This is an optimization exercise on Yosys and OpenROAD, whose aim is small area, a short achievable clock period and few clock cycles, not a production implementation. Where RTL was checked, it was by simulation tests only, not by an equivalence proof against the original. Function not checked in runs 2 to 4: the RTL went through the layout flow alone. Power figures rest on the tool's default switching activity, not on a simulated workload.

==> flow/design.v <==
module rle (
	clk,
	nreset,
	start,
	message_addr,
	message_size,
	rle_addr,
	rle_size,
	done,
        port_A_data_in,
        port_A_data_out,
        port_A_addr,
        port_A_we
	);
input	clk;
input	nreset;
input	start;
input 	[31:0] message_addr;
input	[31:0] message_size;
input	[31:0] rle_addr;
input   [31:0] port_A_data_out;
output  [31:0] port_A_data_in;
output  [15:0] port_A_addr;
output  port_A_we;
output	[31:0] rle_size;
output	done;
reg        busy;       
reg        done_r;
reg        we;         
reg        dv;         
reg        lastw;      
reg        fl;         
reg        fls;        
reg [13:0] ra;         
reg [13:0] wa;         
reg [10:0] wleft;      
reg [1:0]  nvl;        
reg [7:0]  val;        
reg [7:0]  cnt;        
reg [13:0] np;         
reg [2:0]  c;          
reg [15:0] q0, q1, q2, q3, q4;
wire [7:0] b0 = port_A_data_out[7:0];
wire [7:0] b1 = port_A_data_out[15:8];
wire [7:0] b2 = port_A_data_out[23:16];
wire [7:0] b3 = port_A_data_out[31:24];
assign port_A_we = we;
assign port_A_data_in = {q1, q0};
assign port_A_addr = ~busy ? {message_addr[15:2], 2'b00} :
                     we ? {wa, 2'b00} : {ra, 2'b00};
assign rle_size = {17'd0, np, 1'b0};
assign done = done_r;
wire have = (cnt != 8'd0);
wire [2:0] nv = (lastw && nvl != 2'd0) ? {1'b0, nvl} : 3'd4;
wire v1 = nv > 3'd1;
wire v2 = nv > 3'd2;
wire v3 = nv > 3'd3;
wire s0 = (cnt == 8'd255);
wire s1 = (cnt == 8'd254);
wire s2 = (cnt == 8'd253);
wire s3 = (cnt == 8'd252);
wire B0 = ~have | (b0 != val) | s0;
wire B1 = v1 & ((b1 != b0) | (~B0 & s1));
wire B2 = v2 & ((b2 != b1) | (~B0 & ~B1 & s2));
wire B3 = v3 & ((b3 != b2) | (~B0 & ~B1 & ~B2 & s3));
wire E0 = B0 & have;
wire E1 = B1;
wire E2 = B2;
wire E3 = B3;
wire [7:0] K0 = cnt;
wire [7:0] K1 = B0 ? 8'd1 : cnt + 8'd1;
wire [7:0] K2 = B1 ? 8'd1 : B0 ? 8'd2 : cnt + 8'd2;
wire [7:0] K3 = B2 ? 8'd1 : B1 ? 8'd2 : B0 ? 8'd3 : cnt + 8'd3;
wire [15:0] C0 = {val, K0};
wire [15:0] C1 = {b0, K1};
wire [15:0] C2 = {b1, K2};
wire [15:0] C3 = {b2, K3};
wire [7:0] cnt_w = ~v1 ? K1 : ~v2 ? K2 : ~v3 ? K3 :
                   (B3 ? 8'd1 : B2 ? 8'd2 : B1 ? 8'd3 : B0 ? 8'd4 : cnt + 8'd4);
wire [7:0] val_w = ~v1 ? b0 : ~v2 ? b1 : ~v3 ? b2 : b3;
wire [1:0] e01 = {1'b0, E0} + {1'b0, E1};
wire [2:0] ke = {2'b0, E0} + {2'b0, E1} + {2'b0, E2} + {2'b0, E3};
wire [15:0] N0 = E0 ? C0 : E1 ? C1 : E2 ? C2 : C3;
wire [15:0] N1 = (E0 & E1) ? C1 : (e01 == 2'd1 & E2) ? C2 : C3;
wire [15:0] N2 = (E0 & E1 & E2) ? C2 : C3;
wire [15:0] N3 = C3;
wire [2:0] cw = ~we ? c : (c[2:1] == 2'd0) ? 3'd0 : c - 3'd2;  
wire room = (cw <= 3'd1);
wire fire = dv & room;                         
wire flush = fl & room;                        
wire [2:0] k = fire ? ke : flush ? 3'd1 : 3'd0;
wire [15:0] M0 = fire ? N0 : {val, cnt};
wire [2:0] c_n = cw + k;
wire [15:0] S0 = we ? q2 : q0;
wire [15:0] S1 = we ? q3 : q1;
wire [15:0] S2 = we ? q4 : q2;
wire [15:0] S3 = we ? 16'd0 : q3;
wire [15:0] S4 = q4;
wire ins = fire | flush;
wire sh = ins & (cw == 3'd1);
always @(posedge clk) begin
    if (~nreset) begin
        busy <= 1'b0;
        done_r <= 1'b0;
        we <= 1'b0;
    end
    else if (~busy) begin
        if (start) begin
            busy <= 1'b1;
            done_r <= 1'b0;
            we <= 1'b0;
            dv <= 1'b1;
            fl <= 1'b0;
            fls <= 1'b0;
            ra <= message_addr[15:2] + 14'd1;
            wa <= rle_addr[15:2];
            wleft <= message_size[12:2] + {10'd0, |message_size[1:0]} - 11'd1;
            lastw <= (message_size[13:2] + {11'd0, |message_size[1:0]}) == 12'd1;
            nvl <= message_size[1:0];
            cnt <= 8'd0;
            np <= 14'd0;
            c <= 3'd0;
        end
    end
    else begin
        if (we) begin
            wa <= wa + 14'd1;
            if (fire) dv <= 1'b0;
        end
        else begin
            if (wleft != 11'd0) begin
                ra <= ra + 14'd1;
                wleft <= wleft - 11'd1;
                dv <= 1'b1;
                lastw <= (wleft == 11'd1);
            end
            else if (fire)
                dv <= 1'b0;
        end
        if (fire) begin
            val <= val_w;
            cnt <= cnt_w;
            if (lastw) fl <= 1'b1;
        end
        if (flush) begin
            fl <= 1'b0;
            fls <= 1'b1;
        end
        np <= np + {11'd0, k};
        c <= c_n;
        if (ins) begin
            q0 <= sh ? S0 : M0;
            q1 <= sh ? M0 : N1;
            q2 <= sh ? N1 : N2;
            q3 <= sh ? N2 : N3;
            q4 <= N3;
        end
        else begin
            q0 <= S0;
            q1 <= S1;
            q2 <= S2;
            q3 <= S3;
            q4 <= S4;
        end
        we <= (c_n >= 3'd2) | ((fls | flush) & (c_n == 3'd1));
        if (we & fls & (cw == 3'd0)) begin
            busy <= 1'b0;
            done_r <= 1'b1;
            we <= 1'b0;
        end
    end
end
endmodule
==> flow/run.sh <==
#!/bin/bash
# synth_recipe.tcl (not shown) runs the flow's synth.tcl, then flattens the netlist and writes it again
# the make line also repeats each setting of config.mk as NAME=value (left out here)
make -C /OpenROAD-flow-scripts/flow DESIGN_CONFIG=/design/flow/config.mk WORK_HOME=/design/flow/orfs CLKGATE_MAP_FILE= SYNTH_SCRIPT=/design/flow/synth_recipe.tcl finish
==> flow/config.mk <==
export PLATFORM = sky130hd
export DESIGN_NAME = rle
export DESIGN_NICKNAME = rle
export VERILOG_FILES = /design/flow/design.v
export SDC_FILE = /design/flow/constraint.sdc
export NUM_CORES = 4
export LEC_CHECK = 0
export CAP_MARGIN = 20
export CORE_MARGIN = 2
export CORE_UTILIZATION = 40
export SLEW_MARGIN = 20
==> flow/constraint.sdc <==
create_clock -name core_clock -period 5.0 [get_ports {clk}]
set_input_delay 1.0000 -clock core_clock [delete_from_list [all_inputs] [get_ports {clk}]]
set_output_delay 1.0000 -clock core_clock [all_outputs]
set_load 0.01 [all_outputs]
==> run summary, run 1 <==
Worst setup path
The gate family responsible for the most delay along the worst path is adder cells. The arrival time at the worst endpoint is 4970 ps. Together, buffers and inverters on the worst path number 4. STA classifies the critical path startpoint as an input port. The largest single stage delay on the critical path is between 500 and 600 ps.

The highest net fanout along the worst path is 3. The setup path with the least slack is of type in -> reg. The largest individual stage delay along the critical path comes from the cell sky130_fd_sc_hd__or4_4. The critical path goes through dlygate4sd2_1 > xor2_1 > a311o_1 > or4_4 > o31a_1 > buf_4 > clkinv_8 > fa_1 > ha_2 > ha_1 > nand2_2 > inv_1 > ha_1 > a21o_1 > a21oi_2 > nor2b_2 > and4_1 > nand3_1 > xor2_1 > nor2_1. STA puts the critical path data required time at between 5000 and 6000 ps. STA classifies the critical path endpoint as a flip-flop.

Cells and area
The fraction of final layout cells sized beyond drive strength 1 is 10.99%. Leaving out fill and tap cells, the most frequent cells in the layout are sky130_fd_sc_hd__edfxtp_1, sky130_fd_sc_hd__clkdlybuf4s50_1, sky130_fd_sc_hd__nor2_1. Relative to the synthesized area, the layout overhead comes to 24.06%. Leaving out fill and tap cells, the most frequent cell in the layout is sky130_fd_sc_hd__edfxtp_1. The non-filler instance count after layout is roughly 1700.

The layout filler cell count is about 2600. The antenna diode count is 0. The number of nets in the layout is 1510.

Floorplanning
The vertical die dimension is between 150 and 200 um. During I/O placement, the number of pins put on the boundary was 213. The total area inside the core boundary comes to between 20000 and 30000 um2.

For this configuration, the core starts out at a cell density of a little over 40%. The die covers ~29000 um2. In this run the horizontal extent of the chip is 170.9 um.

The number of placement rows is a little over 60.

Detailed routing
The routed layout has between 9000 and 10000 vias. The via density per instance is about 5.5. The detailed-routing iteration count for the pre-antenna-repair pass is 6. The routed wire length is approximately 32000 um. After the first detailed-routing iteration, the DRC count stood at just over 900. The residual DRC count is 0. After detailed routing, the average wire length per cell comes to approximately 18 um. The count of nets left with antenna violations after detail routing is 0.

Clocking
In this run the number of H-tree levels came out at 4. The number of clock buffers inserted by TritonCTS is 17. At the later pin of the worst-skew pair, clock insertion delay measures between 400 and 500 ps. The register clock-pin slew on the reported worst setup and hold paths is around 70 ps.

Clock tree synthesis selected as its root buffer the cell sky130_fd_sc_hd__clkbuf_16. The number of hold buffers added after CTS was 0. The TritonCTS clock tree is built. The clock drives roughly 160 sinks. No sink is reached through more buffers than the 2 on the longest clock path.

Placed design
In this run the tool buffered the top-level ports with 138 buffer cells. The worst slack at placement is -713.8 ps. Routability-driven placement finished with a final weighted congestion of approximately 0.95. In this run, placement finished with an instance count of 1708. The sum of net half-perimeters after detailed placement is between 20000 and 25000 um.

Timing
In the finished design, the share of the clock period the worst path needs comes to between 90 and 100%. The final-report setup violation count is 0. On the final layout, the worst clock skew is about 22 ps. The routed design could run at a clock period as short as just under 5000 ps.

The setup TNS is 0 ps. The final number of max-transition violations came to 0. For the pin with the worst max-slew slack, the measured transition is approximately 1100 ps. The timing-limited maximum frequency is 207.7 MHz. The setup slack of the critical path after layout is roughly 180 ps.

The worst slew margin relative to its limit is between 20% and 30%. The number of hold-slack violations in the final timing report is 0.

Synth
Yosys mapped a number of flops with a built-in enable equal to 158. In the synthesized netlist the dominant register cell turns out to be sky130_fd_sc_hd__edfxtp_1. Of all flip-flops after synthesis, the portion carrying an async set or reset was 0%. After synthesis, the cell types taking the most area are sky130_fd_sc_hd__edfxtp_1, sky130_fd_sc_hd__xnor2_1, sky130_fd_sc_hd__nor2_1, sky130_fd_sc_hd__a21oi_1, sky130_fd_sc_hd__xor2_1. The mapped netlist covers about 11000 um2. Synthesis instantiated 75 different standard cells from the library.

The portion of synthesized cell area occupied by the leading cell type is about 43%. The mean post-synth cell area is about 9.3 um2. The number of register bits inferred by synthesis is ~160. For this run, the number of Yosys warnings is 1. The biggest area contributor in the post-synthesis netlist is sky130_fd_sc_hd__edfxtp_1.

The synthesized netlist cell count is approximately 1200. After synthesis, flip-flops and latches occupy roughly 43% of the total area.

Pwr
The analysis attributes to cell leakage a power of 4.836 nW. In this run the power density over the cells is roughly 270 nW/um2. VDD sags by at most 0.0002213 V.

Global routing
The initial antenna violation count is 0. The pin count of the biggest net entering global routing is 70. Summed over all layers, the global routing overflow is 0.

The global-route usage over all layers is 21.86%. The number of global-route vias before repair is ~9000. The wire length of the first global-routing pass is 50030 um.

Hold path
The min-delay analysis places its worst path in the category reg -> reg.

Status
The flow ran to the end and the layout has no timing, DRC or antenna violations.

Flow run
Max-cap violations in this run came to 0.
metrics by stage:
stage               utilization, %  hold WS, ps  total power [W]  cell area, um2
finish                       50.04        499.5         0.003710           13820
CTS                          49.83        500.5         0.003715           13770
global placement             47.83        478.6         0.002471           13220
global route                 50.04        534.0         0.003866           13820
detailed placement           47.83        487.5         0.002481           13220
floorplan                        -        406.4         0.002156           11230
cell usage after synthesis (3+ instances only):
cell type and instances:
sky130_fd_sc_hd__a221o_1 6, sky130_fd_sc_hd__a22o_1 8, sky130_fd_sc_hd__nand3_1 30, sky130_fd_sc_hd__a22oi_1 11
sky130_fd_sc_hd__buf_1 7, sky130_fd_sc_hd__a311oi_1 3, sky130_fd_sc_hd__nor3_1 17, sky130_fd_sc_hd__o21a_1 9
sky130_fd_sc_hd__edfxtp_1 158, sky130_fd_sc_hd__o22ai_1 29, sky130_fd_sc_hd__a21oi_1 92, sky130_fd_sc_hd__o21bai_1 9
sky130_fd_sc_hd__clkbuf_1 67, sky130_fd_sc_hd__or4_1 3, sky130_fd_sc_hd__a211oi_1 14, sky130_fd_sc_hd__a2bb2oi_1 8
sky130_fd_sc_hd__nor2b_1 33, sky130_fd_sc_hd__nand4_1 12, sky130_fd_sc_hd__buf_2 7, sky130_fd_sc_hd__o211ai_1 12
sky130_fd_sc_hd__a32o_1 5, sky130_fd_sc_hd__or2_2 4, sky130_fd_sc_hd__a32oi_1 7, sky130_fd_sc_hd__buf_4 23
sky130_fd_sc_hd__or3_1 8, sky130_fd_sc_hd__o221ai_1 19, sky130_fd_sc_hd__xnor2_1 59, sky130_fd_sc_hd__nor4_1 10
sky130_fd_sc_hd__and3_1 10, sky130_fd_sc_hd__a31oi_1 16, sky130_fd_sc_hd__a21o_1 6, sky130_fd_sc_hd__o21ai_0 56
sky130_fd_sc_hd__inv_1 39, sky130_fd_sc_hd__fa_1 3, sky130_fd_sc_hd__ha_1 24, sky130_fd_sc_hd__mux2i_1 33
sky130_fd_sc_hd__nor2_1 130, sky130_fd_sc_hd__xor2_1 44, sky130_fd_sc_hd__and2_1 6, sky130_fd_sc_hd__nand2b_1 7
sky130_fd_sc_hd__a221oi_1 3, sky130_fd_sc_hd__o21ai_1 9, sky130_fd_sc_hd__nand2_1 96, sky130_fd_sc_hd__dfxtp_1 3
worst reg2reg max path, delay by kind of cell (launching register included):
family | cells | cell delay [ps]
flip-flops | 1 | 350
AO/OA/AOI/OAI | 3 | 680
buffers and inverters | 4 | 430
AND/OR/NAND/NOR | 8 | 1360
XOR/XNOR | 1 | 140
adder cells (fa/ha/maj) | 5 | 1390
cell type report:
cell class                 count  area (um2)  share of cell area (%)
clock buffer                  18       429.2                   3.104
sequential                   161        4810                   34.79
tap                          378       473.0                   3.421
multi-input combinational    906        5807                   42.00
timing repair buffer         223        2024                   14.64
clock inverter                14       107.6                  0.7784
inverter                      43       173.9                   1.258
sequential cells by signal (all words and copies together), names as in the netlist, 2 cells and up:
signal and count:
q0 16, np 14, q2 16, wa 14, val 8, wleft 11
ra 14, q3 16, q1 16, nvl 2, c 3, cnt 8
q4 16
metal layers:
layer  track usage [%]  up-vias  part of all wire, %
met2             34.32      396                   46
met3             3.585       37                  7.6
met5                 0        -                    0
li1                  -     4696                    -
met1             30.98     4499                   45
met4             6.669        0                  1.9
logic make-up after synthesis:
kind of cell | after synthesis | share of synthesized area (%)
AOI/OAI and AO/OA | 343 | 20.31
xor gates and xnor gates | 103 | 8.096
adders and majority gates | 27 | 3.234
buffers and inverters | 149 | 6.120
DFF | 161 | 43.12
muxes | 35 | 3.166
other | 1 | 0.03365
and+or+nand+nor | 378 | 15.92
path summary, 6_finish.rpt:
check                                     startpoint                    to  slack (ps)  depth (start not counted)
worst max-delay path              port_A_data_out[6]  np[13]$_SDFFCE_PN0P_         180                         20
worst min-delay path             done_r$_SDFFE_PN0P_   done_r$_SDFFE_PN0P_         500                          2
worst max register to register  cnt[3]$_SDFFCE_PN0P_  np[13]$_SDFFCE_PN0P_         410                         21
worst min register to register   done_r$_SDFFE_PN0P_   done_r$_SDFFE_PN0P_         500                          2
power breakdown:
group | leakage (nW) | internal, W | switching (W)
clock | 0.249 | 0.000642 | 0.000605
sequential | 1.50 | 0.00159 | 0.0000535
combinational | 3.09 | 0.000359 | 0.000459
what timing repair did:
| item | in CTS | in global routing |
|---|---|---|
| endpoints found under the hold margin | 0 | 0 |
| cloned | 0 | 0 |
| resized for setup | 10 | 9 |
| endpoints found under the setup margin | 8 | 12 |
| pin swaps | 2 | 5 |
| setup buffers | 0 | 3 |
Testbench counts, summed over its fixed seeds: cycles 22,297.
==> run 2, diff against run 1 <==
--- a/flow/design.v
+++ b/flow/design.v
@@ -40,10 +40,13 @@
 reg [13:0] np;         
 reg [2:0]  c;          
 reg [15:0] q0, q1, q2, q3, q4;
-wire [7:0] b0 = port_A_data_out[7:0];
-wire [7:0] b1 = port_A_data_out[15:8];
-wire [7:0] b2 = port_A_data_out[23:16];
-wire [7:0] b3 = port_A_data_out[31:24];
+reg [31:0] dr;         
+reg        dv2;        
+reg        lastw2;     
+wire [7:0] b0 = dr[7:0];
+wire [7:0] b1 = dr[15:8];
+wire [7:0] b2 = dr[23:16];
+wire [7:0] b3 = dr[31:24];
 assign port_A_we = we;
 assign port_A_data_in = {q1, q0};
 assign port_A_addr = ~busy ? {message_addr[15:2], 2'b00} :
@@ -51,7 +54,7 @@
 assign rle_size = {17'd0, np, 1'b0};
 assign done = done_r;
 wire have = (cnt != 8'd0);
-wire [2:0] nv = (lastw && nvl != 2'd0) ? {1'b0, nvl} : 3'd4;
+wire [2:0] nv = (lastw2 && nvl != 2'd0) ? {1'b0, nvl} : 3'd4;
 wire v1 = nv > 3'd1;
 wire v2 = nv > 3'd2;
 wire v3 = nv > 3'd3;
@@ -86,7 +89,7 @@
 wire [15:0] N3 = C3;
 wire [2:0] cw = ~we ? c : (c[2:1] == 2'd0) ? 3'd0 : c - 3'd2;  
 wire room = (cw <= 3'd1);
-wire fire = dv & room;                         
+wire fire = dv2 & room;                        
 wire flush = fl & room;                        
 wire [2:0] k = fire ? ke : flush ? 3'd1 : 3'd0;
 wire [15:0] M0 = fire ? N0 : {val, cnt};
@@ -110,6 +113,7 @@
             done_r <= 1'b0;
             we <= 1'b0;
             dv <= 1'b1;
+            dv2 <= 1'b0;
             fl <= 1'b0;
             fls <= 1'b0;
             ra <= message_addr[15:2] + 14'd1;
@@ -123,9 +127,14 @@
         end
     end
     else begin
+        if (fire | ~dv2) begin
+            dr <= port_A_data_out;
+            dv2 <= dv;
+            lastw2 <= lastw;
+        end
         if (we) begin
             wa <= wa + 14'd1;
-            if (fire) dv <= 1'b0;
+            if (fire | ~dv2) dv <= 1'b0;
         end
         else begin
             if (wleft != 11'd0) begin
@@ -134,13 +143,13 @@
                 dv <= 1'b1;
                 lastw <= (wleft == 11'd1);
             end
-            else if (fire)
+            else
                 dv <= 1'b0;
         end
         if (fire) begin
             val <= val_w;
             cnt <= cnt_w;
-            if (lastw) fl <= 1'b1;
+            if (lastw2) fl <= 1'b1;
         end
         if (flush) begin
             fl <= 1'b0;
==> run summary, run 2 <==
Detailed routing
The total vias in the final route is 10320 (was 9628). The residual DRC count came to 0 (unchanged). The detailed-routing iteration count for the pre-antenna-repair pass is 7 (was 6). The mean routed wirelength per cell is 19.81 um (was 18.45 um). The DRC violation total after the first TritonRoute iteration is 1112 (was 912). The routed wire length was 35430 um (was 32150 um). The count of nets left with antenna violations after detail routing was 0 (unchanged). The via density per instance came to 5.769 (was 5.524).

Clocking
The maximum clock path buffer count is 2 (unchanged). The later-pin clock latency in the skew report is 470 ps (was 440 ps). The number of clock buffers inserted by TritonCTS is 17 (unchanged). The number of sinks on the clock net is 195 (was 161). The TritonCTS clock tree is built (unchanged).

The register clock-pin slew on the reported worst setup and hold paths is 80 ps (was 70 ps). The H-tree depth is 4 (unchanged). The quantity of hold-fixing buffers added after cts is 0 (unchanged). The clock tree root buffer cell is sky130_fd_sc_hd__clkbuf_16 (unchanged).

Placed design
The final weighted congestion in routability-driven placement came to 0.9135 (was 0.9545). The sum of net half-perimeters after detailed placement is 25730 um (was 23830 um). The port buffer count was 138 (unchanged).

Cells and area
The core utilization of the finished layout came to 47.94% (was 50.04%). The number of nets in the layout came to 1533 (was 1510). The register with the most flip-flops in the layout has 32 of them. The antenna diode count is 0 (unchanged). Most frequent cells in the layout: sky130_fd_sc_hd__edfxtp_1, sky130_fd_sc_hd__clkdlybuf4s50_1, sky130_fd_sc_hd__nor2_1 (unchanged). The area added between synthesis and finish is 18.84% (was 24.06%).

The register with the most flip-flops in the final layout is dr. The most common cell after layout, fill and taps aside was sky130_fd_sc_hd__edfxtp_1 (unchanged). The fraction of final layout cells sized beyond drive strength 1 is 9.156% (was 10.99%).

Synth
The most used flip-flop cell after synthesis is sky130_fd_sc_hd__edfxtp_1 (unchanged). The portion of synthesized cell area occupied by the leading cell type is 45.52% (was 42.58%). The share of async-settable or async-resettable flops after synthesis is 0% (unchanged). The count of distinct cell types in the synthesized netlist was 82 (was 75).

Top cells by instance count after synthesis: sky130_fd_sc_hd__edfxtp_1, sky130_fd_sc_hd__nor2_1, sky130_fd_sc_hd__a21oi_1, sky130_fd_sc_hd__nand2_1, sky130_fd_sc_hd__xor2_1 (was sky130_fd_sc_hd__edfxtp_1, sky130_fd_sc_hd__nor2_1, sky130_fd_sc_hd__nand2_1, sky130_fd_sc_hd__a21oi_1, sky130_fd_sc_hd__clkbuf_1). The synthesized netlist cell count was 1263 (was 1197). The netlist area before placement is 12660 um2 (was 11140 um2).

The largest area contributor in the synthesized netlist is sky130_fd_sc_hd__edfxtp_1 (unchanged). The number of register bits inferred by synthesis was 195 (was 161). The mean post-synth cell area was 10.03 um2 (was 9.309 um2).

The most used standard cell by instance count after synthesis was sky130_fd_sc_hd__edfxtp_1 (unchanged). The number of enable-type register cells in the synthesized netlist is 192 (was 158). The part of the Yosys area used for sequential elements was 46.00% (was 43.12%). The count of synthesis-stage warnings from yosys was 1 (unchanged). Most area-consuming cells after synthesis: sky130_fd_sc_hd__edfxtp_1, sky130_fd_sc_hd__xor2_1, sky130_fd_sc_hd__nor2_1, sky130_fd_sc_hd__a21oi_1, sky130_fd_sc_hd__mux2i_1 (was sky130_fd_sc_hd__edfxtp_1, sky130_fd_sc_hd__xnor2_1, sky130_fd_sc_hd__nor2_1, sky130_fd_sc_hd__a21oi_1, sky130_fd_sc_hd__xor2_1).

Floorplanning
The die outline area is 33100 um2 (was 29210 um2). The number of placed I/O pins is 213 (unchanged). The width of the die is 181.9 um (was 170.9 um).

The vertical die dimension is 181.9 um (was 170.9 um). The initial core utilization is 40.34% (was 40.33%). The number of placement rows is 65 (was 61). The standard cell core area is 31390 um2 (was 27630 um2).

Global routing
The global-route usage over all layers is 21.21% (was 21.86%). The pin count of the biggest net entering global routing is 76 (was 70). The initial antenna violation count was 0 (unchanged). The number of global-route vias before repair is 9675 (was 9040). The residual overflow from global routing came to 0 (unchanged). The wire length of the first global-routing pass is 54910 um (was 50030 um).

Worst setup path
The endpoint required time on the critical path is 5390 ps (was 5160 ps). The category of the worst setup path launch point is a flip-flop (was input port). The kind of capture point of the worst setup path is a flip-flop (unchanged).

The highest net fanout along the worst path is 4 (was 3). The type of the worst setup path is reg -> reg (was in -> reg). The reg-to-reg setup timing slack is 220 ps (was 410 ps). The critical path endpoint is we$_SDFFE_PN0N_ (was np[13]$_SDFFCE_PN0P_). The arrival time at the worst endpoint was 5170 ps (was 4970 ps). The worst reg-to-reg path cell count is 19 (was 21).

The endpoint of the most critical register-to-register path is we$_SDFFE_PN0N_ (was np[13]$_SDFFCE_PN0P_). The reg-to-reg critical path startpoint is cnt[3]$_SDFFCE_PN0P_ (unchanged). The source of the critical timing path is cnt[3]$_SDFFCE_PN0P_ (was port_A_data_out[6]).

Timing
The period utilization is 95.66% (was 96.31%). The largest clock skew in the final design was 17.22 ps (was 21.86 ps). The final number of max-transition violations is 0 (unchanged). The final-report setup violation count came to 0 (unchanged). The setup TNS is 0 ps (unchanged). Setup repair after global routing left no endpoint under its margin. The worst slew margin relative to its limit is 32.38% (was 26.56%). The number of hold-slack violations in the final timing report is 0 (unchanged).

The measured slew at the worst slew-check pin is 1013 ps (was 1086 ps). The timing-limited maximum frequency was 209.1 MHz (was 207.7 MHz). The final hold slack was 516.4 ps (was 499.5 ps). The post-layout minimum cycle time was 4783 ps (was 4815 ps).

Hold path
The kind of path behind the tightest hold check was reg -> reg (unchanged). The worst hold path depth came to 0 (was 2).

Pwr
The power density over cell area came to 269.6 nW/um2 (was 268.4 nW/um2). The leakage power was 5.137 nW (was 4.836 nW). The peak supply drop is 0.0002622 V (was 0.0002213 V).

Flow run
The reported max-cap violation count was 0 (unchanged).

Status
Result of the run: no timing/DRC/antenna violations (unchanged).
[run 2: cell count changes in the layout (fill, tap and decap cells not counted), sizes merged, moves of 13 or more]
| cell | before | now |
|---|---|---|
| buf | 85 | 45 |
| edfxtp | 158 | 192 |
| and2 | 6 | 23 |
| xor2 | 44 | 62 |
| xnor2 | 59 | 42 |
| o21ai | 66 | 45 |
| mux2 | 2 | 15 |
[run 2: worst min path at each step]
stage	startpoint	to	slack, ps
2_1_floorplan	lastw$_DFFE_PP_	lastw2$_DFFE_PP_	400
3_3_place_gp	done_r$_SDFFE_PN0P_	done_r$_SDFFE_PN0P_	500
3_5_place_dp	dv$_SDFFCE_PN1P_	dv2$_SDFFCE_PN0P_	510
4_1_cts	dv$_SDFFCE_PN1P_	dv2$_SDFFCE_PN0P_	530
5_1_grt	done_r$_SDFFE_PN0P_	done_r$_SDFFE_PN0P_	550
6_report	lastw$_DFFE_PP_	lastw2$_DFFE_PP_	520
[run 2: layout make-up]
type | instances | area (um2)
fill | 2899 | 16340
clock inverter | 14 | 153.9
sequential | 195 | 5831
inverter | 31 | 121.4
timing repair buffer | 183 | 1719
clock buffer | 17 | 425.4
multi-input combinational | 947 | 6297
tap | 402 | 503.0
[run 2: where the power goes]
| group | leakage [nW] | switching, W | internal [W] |
|---|---|---|---|
| combinational | 3.03 | 0.000384 | 0.000299 |
| sequential | 1.83 | 0.0000777 | 0.00190 |
| clock | 0.282 | 0.000658 | 0.000741 |
| total | 5.14 | 0.00112 | 0.00294 |
[run 2: logic make-up after synthesis]
family | share of synthesized area (%)
AOI/OAI and AO/OA | 16.63
DFF | 46.00
xor gates and xnor gates | 7.192
other | 0.02961
muxes | 5.098
buffers and inverters | 5.256
and+or+nand+nor | 16.95
adders and majority gates | 2.845
[run 2: repair_timing]
item,in CTS,in global routing
resized for setup,0,1
endpoints found under the setup margin,0,2
setup buffers,0,4
[run 2: critical path, stage by stage (launching register included)]
cell and delay [ps]:
sky130_fd_sc_hd__edfxtp_1 470, sky130_fd_sc_hd__inv_1 150, sky130_fd_sc_hd__ha_1 240, sky130_fd_sc_hd__and2_1 200
sky130_fd_sc_hd__a211oi_1 350, sky130_fd_sc_hd__and4_1 330, sky130_fd_sc_hd__a31oi_4 130, sky130_fd_sc_hd__inv_6 70
sky130_fd_sc_hd__fa_1 480, sky130_fd_sc_hd__ha_1 310, sky130_fd_sc_hd__mux2i_1 80, sky130_fd_sc_hd__nor3_1 300
sky130_fd_sc_hd__ha_1 210, sky130_fd_sc_hd__inv_1 50, sky130_fd_sc_hd__fa_1 370, sky130_fd_sc_hd__xor2_1 230
sky130_fd_sc_hd__xnor2_1 180, sky130_fd_sc_hd__and3b_1 210, sky130_fd_sc_hd__o32a_1 270, sky130_fd_sc_hd__nor2b_1 100
[run 2: layer usage]
layer / routed length (um) / global-route usage [%]
met5: 0 / 0
met1: 16520 / 30.96
met2: 15650 / 32.18
met4: 566 / 5.968
met3: 2701 / 3.971
[run 2: per-stage QoR]
stage	std cells	cell area, um2	setup WS [ps]	total power [W]
after floorplan	1282	12740	508.1	0.002419
after global placement	1754	14430	278.6	0.002677
after detailed placement	1754	14430	222.6	0.002687
after CTS	1785	15010	186.3	0.004078
after global routing	1789	15050	20.55	0.004210
final	1789	15050	217.3	0.004057
==> run 3, diff against run 2 <==
--- a/flow/design.v
+++ b/flow/design.v
@@ -38,6 +38,7 @@
 reg [7:0]  val;        
 reg [7:0]  cnt;        
 reg [13:0] np;         
+reg [2:0]  kq;         
 reg [2:0]  c;          
 reg [15:0] q0, q1, q2, q3, q4;
 reg [31:0] dr;         
@@ -51,7 +52,7 @@
 assign port_A_data_in = {q1, q0};
 assign port_A_addr = ~busy ? {message_addr[15:2], 2'b00} :
                      we ? {wa, 2'b00} : {ra, 2'b00};
-assign rle_size = {17'd0, np, 1'b0};
+assign rle_size = {17'd0, np, 1'b0};    
 assign done = done_r;
 wire have = (cnt != 8'd0);
 wire [2:0] nv = (lastw2 && nvl != 2'd0) ? {1'b0, nvl} : 3'd4;
@@ -123,6 +124,7 @@
             nvl <= message_size[1:0];
             cnt <= 8'd0;
             np <= 14'd0;
+            kq <= 3'd0;
             c <= 3'd0;
         end
     end
@@ -155,7 +157,8 @@
             fl <= 1'b0;
             fls <= 1'b1;
         end
-        np <= np + {11'd0, k};
+        kq <= k;
+        np <= np + {11'd0, kq};
         c <= c_n;
         if (ins) begin
             q0 <= sh ? S0 : M0;
--- a/flow/config.mk
+++ b/flow/config.mk
@@ -5,7 +5,9 @@
 export SDC_FILE = /design/flow/constraint.sdc
 export NUM_CORES = 4
 export LEC_CHECK = 0
+export ABC_CLOCK_PERIOD_IN_PS = 2500
 export CAP_MARGIN = 20
 export CORE_MARGIN = 2
-export CORE_UTILIZATION = 40
+export CORE_UTILIZATION = 50
+export SETUP_SLACK_MARGIN = 2.0
 export SLEW_MARGIN = 20
==> run summary, run 3 <==
Worst setup path
The worst reg-to-reg path cell count is 19 (unchanged). The worst path buffer plus inverter count is 5 (was 3). The critical path endpoint is we$_SDFFE_PN0N_ (unchanged). The type of the worst setup path is reg -> reg (unchanged).

The arrival time at the worst endpoint is 4240 ps (was 5170 ps). The reg-to-reg critical path startpoint is dr[2]$_DFFE_PP_ (was cnt[3]$_SDFFCE_PN0P_). The highest net fanout along the worst path is 4 (unchanged). The source of the critical timing path is dr[2]$_DFFE_PP_ (was cnt[3]$_SDFFCE_PN0P_). The worst stage delay on the critical path is 540 ps (was 480 ps). The category of the worst setup path launch point was a flip-flop (unchanged).

The cell with the most instances on the worst path is sky130_fd_sc_hd__buf_4 (was sky130_fd_sc_hd__ha_1). The kind of capture point of the worst setup path is a flip-flop (unchanged). The cell depth of the worst setup path was 19 (unchanged). The standard cell with the maximum stage delay on the critical path is sky130_fd_sc_hd__fa_2 (was sky130_fd_sc_hd__fa_1). The endpoint of the most critical register-to-register path is we$_SDFFE_PN0N_ (unchanged). Chain of cells forming the critical path: buf_4 > buf_6 > xnor2_4 > nand4_4 > buf_4 > buf_4 > o31a_1 > nor3_2 > a31oi_1 > nor2_2 > ha_4 > nand2_4 > o21ai_4 > ha_4 > inv_2 > fa_2 > nand2_1 > o211ai_1 > a21boi_1 (was inv_1 > ha_1 > and2_1 > a211oi_1 > and4_1 > a31oi_4 > inv_6 > fa_1 > ha_1 > mux2i_1 > nor3_1 > ha_1 > inv_1 > fa_1 > xor2_1 > xnor2_1 > and3b_1 > o32a_1 > nor2b_1). The gate family responsible for the most delay along the worst path is adder cells (unchanged). The reg-to-reg setup timing slack is 1090 ps (was 220 ps). The endpoint required time on the critical path came to 5320 ps (was 5390 ps).

Detailed routing
The highest metal layer with signal wires is met4 (unchanged). The DRC violation total after the first TritonRoute iteration was 1145 (was 1112). The routed wire length on met3 is 3785 um (was 2701 um). The routed wire length is 38110 um (was 35430 um). The detailed-routing iteration count for the pre-antenna-repair pass is 5 (was 7). The detailed route wirelength on metal2 is 16650 um (was 15650 um).

The residual DRC count is 0 (unchanged). The count of nets left with antenna violations after detail routing is 0 (unchanged). The total vias in the final route is 10960 (was 10320). The via density per instance was 6.095 (was 5.769). The routed metal-1 wirelength is 17070 um (was 16520 um).

The mean routed wirelength per cell is 21.20 um (was 19.81 um).

Clocking
The later-pin clock latency in the skew report is 440 ps (was 470 ps). The H-tree depth is 4 (unchanged). The number of clock buffers inserted by TritonCTS came to 17 (unchanged). The register clock-pin slew on the reported worst setup and hold paths is 90 ps (was 80 ps). The TritonCTS clock tree was built (unchanged). The maximum clock path buffer count is 2 (unchanged). The number of sinks on the clock net is 198 (was 195). The clock tree root buffer cell is sky130_fd_sc_hd__clkbuf_16 (unchanged). The quantity of hold-fixing buffers added after cts came to 0 (unchanged).

Floorplanning
The vertical die dimension is 164.2 um (was 181.9 um). The die outline area is 26950 um2 (was 33100 um2). The width of the die was 164.2 um (was 181.9 um). The initial core utilization came to 50.93% (was 40.34%).

The number of placed I/O pins is 213 (unchanged). The number of placement rows is 58 (was 65). The standard cell core area is 25180 um2 (was 31390 um2).

Synth
The part of the Yosys area used for sequential elements is 46.13% (was 46.00%). The most used flip-flop cell after synthesis is sky130_fd_sc_hd__edfxtp_1 (unchanged). The most used standard cell by instance count after synthesis was sky130_fd_sc_hd__edfxtp_1 (unchanged). The netlist area before placement is 12820 um2 (was 12660 um2). The share of async-settable or async-resettable flops after synthesis is 0% (unchanged). The area share of fa/ha/maj cells after synthesis is 2.810% (was 2.845%). The proportion of synthesized area in mux cells is 4.146% (was 5.098%).

The synthesized-area fraction occupied by ao, oa, aoi and oai cells came to 16.76% (was 16.63%). The largest family of logic cells by synthesized area is simple AND/OR/NAND/NOR gates (unchanged). The mean post-synth cell area is 10.07 um2 (was 10.03 um2). The count of distinct cell types in the synthesized netlist is 81 (was 82).

The number of enable-type register cells in the synthesized netlist was 195 (was 192). The largest area contributor in the synthesized netlist was sky130_fd_sc_hd__edfxtp_1 (unchanged). The fraction of the mapped netlist area in simple logic gates is 17.05% (was 16.95%).

The xor-xnor portion of the synthesized cell area is 7.034% (was 7.192%). Most area-consuming cells after synthesis: sky130_fd_sc_hd__edfxtp_1, sky130_fd_sc_hd__nor2_1, sky130_fd_sc_hd__xor2_1, sky130_fd_sc_hd__xnor2_1, sky130_fd_sc_hd__nand2_1 (was sky130_fd_sc_hd__edfxtp_1, sky130_fd_sc_hd__xor2_1, sky130_fd_sc_hd__nor2_1, sky130_fd_sc_hd__a21oi_1, sky130_fd_sc_hd__mux2i_1). The synthesized netlist cell count is 1273 (was 1263). The number of register bits inferred by synthesis was 198 (was 195). The portion of synthesized cell area occupied by the leading cell type is 45.66% (was 45.52%). The count of synthesis-stage warnings from yosys is 1 (unchanged). Top cells by instance count after synthesis: sky130_fd_sc_hd__edfxtp_1, sky130_fd_sc_hd__nor2_1, sky130_fd_sc_hd__nand2_1, sky130_fd_sc_hd__a21oi_1, sky130_fd_sc_hd__clkbuf_1 (was sky130_fd_sc_hd__edfxtp_1, sky130_fd_sc_hd__nor2_1, sky130_fd_sc_hd__a21oi_1, sky130_fd_sc_hd__nand2_1, sky130_fd_sc_hd__xor2_1).

Pwr
The leakage power is 5.902 nW (was 5.137 nW). The power density over cell area came to 259.5 nW/um2 (was 269.6 nW/um2). The peak supply drop was 0.0001941 V (was 0.0002622 V).

Timing
RSZ-0062 raised after global routing: yes (was no). The final-report setup violation count is 0 (unchanged). The number of hold-slack violations in the final timing report was 0 (unchanged). The period utilization was 78.29% (was 95.66%). The post-layout minimum cycle time is 3915 ps (was 4783 ps). The setup TNS is 0 ps (unchanged).

The final number of max-transition violations is 0 (unchanged). The measured slew at the worst slew-check pin is 1009 ps (was 1013 ps). The worst slew margin relative to its limit is 32.64% (was 32.38%). The largest clock skew in the final design is 14.74 ps (was 17.22 ps). The timing-limited maximum frequency is 255.5 MHz (was 209.1 MHz).

Placed design
The final weighted congestion in routability-driven placement came to 0.9504 (was 0.9135). The port buffer count came to 138 (unchanged). The instance area at placement is 14460 um2 (was 14430 um2).

The sum of net half-perimeters after detailed placement is 25480 um (was 25730 um).

Cells and area
The most common cell after layout, fill and taps aside was sky130_fd_sc_hd__edfxtp_1 (unchanged). The area added between synthesis and finish is 29.23% (was 18.84%). The most flop-heavy register is dr (unchanged). The final instance area came to 16570 um2 (was 15050 um2). Most frequent cells in the layout: sky130_fd_sc_hd__edfxtp_1, sky130_fd_sc_hd__nor2_1, sky130_fd_sc_hd__clkdlybuf4s50_1 (was sky130_fd_sc_hd__edfxtp_1, sky130_fd_sc_hd__clkdlybuf4s50_1, sky130_fd_sc_hd__nor2_1). The fraction of final layout cells sized beyond drive strength 1 came to 20.57% (was 9.156%).

The antenna diode count is 0 (unchanged). The number of nets in the layout was 1613 (was 1533). The flip-flop count of the largest register after layout is 32 (unchanged).

Status
Result of the run: no timing/DRC/antenna violations (unchanged).

Global routing
The pin count of the biggest net entering global routing is 45 (was 76). The residual overflow from global routing was 0 (unchanged). The number of global-route vias before repair is 10170 (was 9675). The wire length of the first global-routing pass is 58590 um (was 54910 um). The initial antenna violation count is 0 (unchanged). The global-route usage over all layers is 28.27% (was 21.21%).

Hold path
The kind of path behind the tightest hold check is reg -> reg (unchanged). The start point of the worst min-delay path is lastw$_DFFE_PP_ (unchanged).

Flow run
The reported max-cap violation count came to 0 (unchanged).
## run 3: cell types whose count changed after synthesis, sizes merged, moves of 10 or more
cell / previous run / this run
a21oi: 94 / 69
o211ai: 8 / 29
inv: 29 / 46
o22ai: 25 / 10
nand2: 89 / 102
mux2i: 45 / 34
and3: 22 / 12
nor4: 12 / 22
xor2: 62 / 52
## run 3: area by class of cell
cell class / instances / area (um2)
clock inverter: 15 / 217.7
clock buffer: 17 / 425.4
sequential: 198 / 5923
inverter: 46 / 201.4
multi-input combinational: 934 / 6962
timing repair inverter: 1 / 5.005
timing repair buffer: 257 / 2426
tap: 330 / 412.9
fill: 2031 / 8608
## run 3: metal layers
metal | vias to the layer above | track usage [%]
met5 | - | 0
met4 | 0 | 6.818
met3 | 42 | 6.869
met2 | 566 | 40.45
met1 | 5290 | 42.88
li1 | 5061 | -
## run 3: metrics by stage
stage | util, % | setup slack [ps] | cells | hold slack [ps] | total power (W)
after floorplan | - | 1223 | 1292 | 400.3 | 0.002478
after global placement | 57.42 | 755.4 | 1679 | 419.9 | 0.002724
after detailed placement | 57.42 | 728.7 | 1679 | 411.0 | 0.002735
after CTS | 63.94 | 1215 | 1777 | 460.9 | 0.004270
after global routing | 65.82 | 953.0 | 1798 | 475.3 | 0.004467
final | 65.82 | 1085 | 1798 | 456.9 | 0.004301
## run 3: power breakdown
group / internal, W / switching, W
Combinational: 0.000357 / 0.000458
Clock: 0.000740 / 0.000755
Sequential: 0.00193 / 0.0000630
Total: 0.00303 / 0.00128
## run 3: logic make-up after synthesis
kind of cell	Yosys count
adder cells (fa/ha/maj)	27
AO/OA/AOI/OAI	299
buffers and inverters	160
AND/OR/NAND/NOR	436
other	1
XOR/XNOR	103
flip-flops	198
multiplexers	49
## run 3: how the worst min path moves through the flow
stage               slack [ps]                to  cells after the start
floorplan                  400  lastw2$_DFFE_PP_                      0
global placement           420  lastw2$_DFFE_PP_                      0
detailed placement         410  lastw2$_DFFE_PP_                      0
CTS                        460  lastw2$_DFFE_PP_                      0
global route               480  lastw2$_DFFE_PP_                      0
finish                     460  lastw2$_DFFE_PP_                      0
## run 3: timing repair
item	CTS	global route
gates cloned	3	0
pin swaps	56	29
endpoints found under the setup margin	126	117
setup buffers	63	20
resized for setup	131	57
==> run 4, diff against run 3 <==
--- a/flow/config.mk
+++ b/flow/config.mk
@@ -5,7 +5,6 @@
 export SDC_FILE = /design/flow/constraint.sdc
 export NUM_CORES = 4
 export LEC_CHECK = 0
-export ABC_CLOCK_PERIOD_IN_PS = 2500
 export CAP_MARGIN = 20
 export CORE_MARGIN = 2
 export CORE_UTILIZATION = 50
==> run summary, run 4 <==
Synth
The portion of synthesized cell area occupied by the leading cell type came to 45.66% (unchanged). The netlist area before placement is 12820 um2 (unchanged). The most used standard cell by instance count after synthesis is sky130_fd_sc_hd__edfxtp_1 (unchanged). The synthesized netlist cell count is 1273 (unchanged). The largest family of logic cells by synthesized area is simple AND/OR/NAND/NOR gates (unchanged). The largest area contributor in the synthesized netlist is sky130_fd_sc_hd__edfxtp_1 (unchanged). The share of async-settable or async-resettable flops after synthesis is 0% (unchanged). The number of enable-type register cells in the synthesized netlist is 195 (unchanged). The area share of fa/ha/maj cells after synthesis is 2.810% (unchanged). The count of distinct cell types in the synthesized netlist is 81 (unchanged). The xor-xnor portion of the synthesized cell area came to 7.034% (unchanged).

The count of synthesis-stage warnings from yosys is 1 (unchanged). The synthesized-area fraction occupied by ao, oa, aoi and oai cells came to 16.76% (unchanged). The part of the Yosys area used for sequential elements came to 46.13% (unchanged). Most area-consuming cells after synthesis: sky130_fd_sc_hd__edfxtp_1, sky130_fd_sc_hd__nor2_1, sky130_fd_sc_hd__xor2_1, sky130_fd_sc_hd__xnor2_1, sky130_fd_sc_hd__nand2_1 (unchanged). The mean post-synth cell area is 10.07 um2 (unchanged). The proportion of synthesized area in mux cells is 4.146% (unchanged).

The number of register bits inferred by synthesis is 198 (unchanged). Top cells by instance count after synthesis: sky130_fd_sc_hd__edfxtp_1, sky130_fd_sc_hd__nor2_1, sky130_fd_sc_hd__nand2_1, sky130_fd_sc_hd__a21oi_1, sky130_fd_sc_hd__clkbuf_1 (unchanged). The fraction of the mapped netlist area in simple logic gates is 17.05% (unchanged). The most used flip-flop cell after synthesis is sky130_fd_sc_hd__edfxtp_1 (unchanged).

Detailed routing
The total vias in the final route is 10960 (unchanged). The count of nets left with antenna violations after detail routing is 0 (unchanged). The mean routed wirelength per cell is 21.20 um (unchanged).

The DRC violation total after the first TritonRoute iteration is 1145 (unchanged). The residual DRC count is 0 (unchanged). The routed wire length was 38110 um (unchanged). The detailed-routing iteration count for the pre-antenna-repair pass is 5 (unchanged).

The via density per instance came to 6.095 (unchanged).

Clocking
The quantity of hold-fixing buffers added after cts is 0 (unchanged). The number of sinks on the clock net is 198 (unchanged). The TritonCTS clock tree is built (unchanged). The number of clock buffers inserted by TritonCTS was 17 (unchanged). The later-pin clock latency in the skew report came to 440 ps (about the same).

The clock tree root buffer cell is sky130_fd_sc_hd__clkbuf_16 (unchanged). The register clock-pin slew on the reported worst setup and hold paths is 90 ps (about the same). The maximum clock path buffer count is 2 (unchanged).

The H-tree depth is 4 (unchanged).

Worst setup path
The highest net fanout along the worst path was 4 (unchanged). The kind of capture point of the worst setup path is a flip-flop (unchanged). Chain of cells forming the critical path: buf_4 > buf_6 > xnor2_4 > nand4_4 > buf_4 > buf_4 > o31a_1 > nor3_2 > a31oi_1 > nor2_2 > ha_4 > nand2_4 > o21ai_4 > ha_4 > inv_2 > fa_2 > nand2_1 > o211ai_1 > a21boi_1 (unchanged). The cell with the most instances on the worst path is sky130_fd_sc_hd__buf_4 (unchanged). The endpoint required time on the critical path was 5320 ps (about the same).

The arrival time at the worst endpoint is 4240 ps (about the same). The standard cell with the maximum stage delay on the critical path is sky130_fd_sc_hd__fa_2 (unchanged). The type of the worst setup path was reg -> reg (unchanged). The category of the worst setup path launch point was a flip-flop (unchanged). The worst stage delay on the critical path is 540 ps (about the same).

Global routing
The global-route usage over all layers is 28.27% (unchanged). The wire length of the first global-routing pass is 58590 um (unchanged). The number of global-route vias before repair is 10170 (unchanged). The residual overflow from global routing was 0 (unchanged). The pin count of the biggest net entering global routing is 45 (unchanged).

The initial antenna violation count is 0 (unchanged).

Cells and area
The fraction of final layout cells sized beyond drive strength 1 is 20.57% (unchanged). The flip-flop count of the largest register after layout was 32 (unchanged). The most flop-heavy register is dr (unchanged).

The most common cell after layout, fill and taps aside is sky130_fd_sc_hd__edfxtp_1 (unchanged). The antenna diode count is 0 (unchanged). The area added between synthesis and finish is 29.23% (unchanged). The layout filler cell count was 2031 (unchanged). The final instance area was 16570 um2 (unchanged).

The number of nets in the layout is 1613 (unchanged). Most frequent cells in the layout: sky130_fd_sc_hd__edfxtp_1, sky130_fd_sc_hd__nor2_1, sky130_fd_sc_hd__clkdlybuf4s50_1 (unchanged).

Floorplanning
The standard cell core area is 25180 um2 (unchanged). The vertical die dimension is 164.2 um (unchanged). The initial core utilization is 50.93% (unchanged). The width of the die came to 164.2 um (unchanged). The number of placed I/O pins is 213 (unchanged).

The die outline area came to 26950 um2 (unchanged). The number of placement rows is 58 (unchanged).

Placed design
The port buffer count is 138 (unchanged). The final weighted congestion in routability-driven placement came to 0.9504 (unchanged). The sum of net half-perimeters after detailed placement was 25480 um (unchanged). The instance area at placement is 14460 um2 (unchanged).

Timing
RSZ-0062 raised after global routing: yes (unchanged). The setup TNS is 0 ps (unchanged). The measured slew at the worst slew-check pin is 1009 ps (unchanged). The final number of max-transition violations is 0 (unchanged). The worst slew margin relative to its limit is 32.64% (unchanged). The largest clock skew in the final design is 14.74 ps (unchanged).

The number of hold-slack violations in the final timing report is 0 (unchanged). The period utilization is 78.29% (unchanged). The timing-limited maximum frequency is 255.5 MHz (unchanged). The post-layout minimum cycle time was 3915 ps (unchanged). The final-report setup violation count is 0 (unchanged).

Hold path
The kind of path behind the tightest hold check was reg -> reg (unchanged).

Flow run
The reported max-cap violation count is 0 (unchanged).

Pwr
The peak supply drop was 0.0001941 V (unchanged). The power density over cell area is 259.5 nW/um2 (unchanged). The leakage power is 5.902 nW (unchanged).

Status
Result of the run: no timing/DRC/antenna violations (unchanged).
[run 4: cell counts in the layout (fill, tap and decap cells not counted)]
Identical to the previous run, type by type.
[run 4: layout make-up]
type,count,area (um2),share of cell area (%)
timing repair inverter,1,5.005,0.03020
clock buffer,17,425.4,2.567
tap,330,412.9,2.491
sequential,198,5923,35.74
multi-input combinational,934,6962,42.01
timing repair buffer,257,2426,14.64
inverter,46,201.4,1.215
clock inverter,15,217.7,1.314
[run 4: logic make-up (layout without fill, tap and decap cells)]
group / count (synthesis) / after routing
compound gates: 299 / 299
xor+xnor: 103 / 103
fa+ha+maj: 27 / 27
buf+inv: 160 / 336
flops: 198 / 198
mux: 49 / 49
other cells: 1 / 20
simple gates: 436 / 436
[run 4: layer usage]
metal | GRT usage [%] | wire length (um) | up-vias
li1 | - | - | 5061
met5 | 0 | 0 | -
met2 | 40.45 | 16650 | 566
met4 | 6.818 | 612 | 0
met1 | 42.88 | 17070 | 5290
met3 | 6.869 | 3785 | 42
[run 4: power by group]
part	internal [W]	total (W)	leakage (nW)	switching, W
clock network	0.000740	0.00149	0.309	0.000755
registers	0.00193	0.00199	1.86	0.0000630
logic	0.000357	0.000815	3.73	0.000458
[run 4: path summary, 6_finish.rpt]
check | start | end | slack [ps] | cells after the start
min | lastw$_DFFE_PP_ | lastw2$_DFFE_PP_ | 460 | 0
max reg2reg | dr[2]$_DFFE_PP_ | we$_SDFFE_PN0N_ | 1090 | 19
max | dr[2]$_DFFE_PP_ | we$_SDFFE_PN0N_ | 1090 | 19
min reg2reg | lastw$_DFFE_PP_ | lastw2$_DFFE_PP_ | 460 | 0
[run 4: timing repair]
item | in CTS | in global routing
pin swaps | 56 | 29
endpoints found under the setup margin | 126 | 117
gates resized for setup | 131 | 57
setup buffers | 63 | 20
endpoints found under the hold margin | 0 | 0
cloned | 3 | 0
[run 4: stage by stage]
step / worst slack [ps] / power (W) / hold slack [ps] / std cells / util (%)
floorplan: 1223 / 0.002478 / 400.3 / 1292 / -
global route: 953.0 / 0.004467 / 475.3 / 1798 / 65.82
global placement: 755.4 / 0.002724 / 419.9 / 1679 / 57.42
detailed placement: 728.7 / 0.002735 / 411.0 / 1679 / 57.42
CTS: 1215 / 0.004270 / 460.9 / 1777 / 63.94
finish: 1085 / 0.004301 / 456.9 / 1798 / 65.82
[run 4: worst max-delay path: cells and delay by family, from the launching register on]
family / cells / cell delay, ps
compound gates: 5 / 870
fa+ha+maj: 3 / 890
simple gates: 5 / 780
buf+inv: 5 / 650
flops: 1 / 460
xor+xnor: 1 / 150

[static timing again, ports no longer ideal]
The results above use ideal ports. As a check the final layouts listed here were re-extracted and re-timed, cells and wires unchanged.
Step 1: set_driving_cell puts a clkbuf_16 on clk and a buf_2 on each other input, an assumption about the parent block.
Step 2, shift: input delay + t, output delay - t, t = (earliest + latest rising clock arrival at the registers) / 2. This alone moves slack from input paths to output paths.
a / b / c = ideal ports / drivers / drivers and shift; a / b = the first two.
run	shift t [ns]	setup slack, ns	worst register clock-pin slew, ns
run 1	0.474	0.185 / 0.207 / -0.267	0.08 / 0.08
run 2	0.509	0.217 / 0.217 / 0.217	0.08 / 0.08
run 3	0.485	1.085 / 1.085 / 1.085	0.09 / 0.09
run 4	0.485	1.085 / 1.085 / 1.085	0.09 / 0.09
Met with ideal ports but missed after step 2: setup timing in run 1. The setup slack of run 1, which loses most, moves by +0.022 ns with the drivers and by -0.452 ns with both steps.
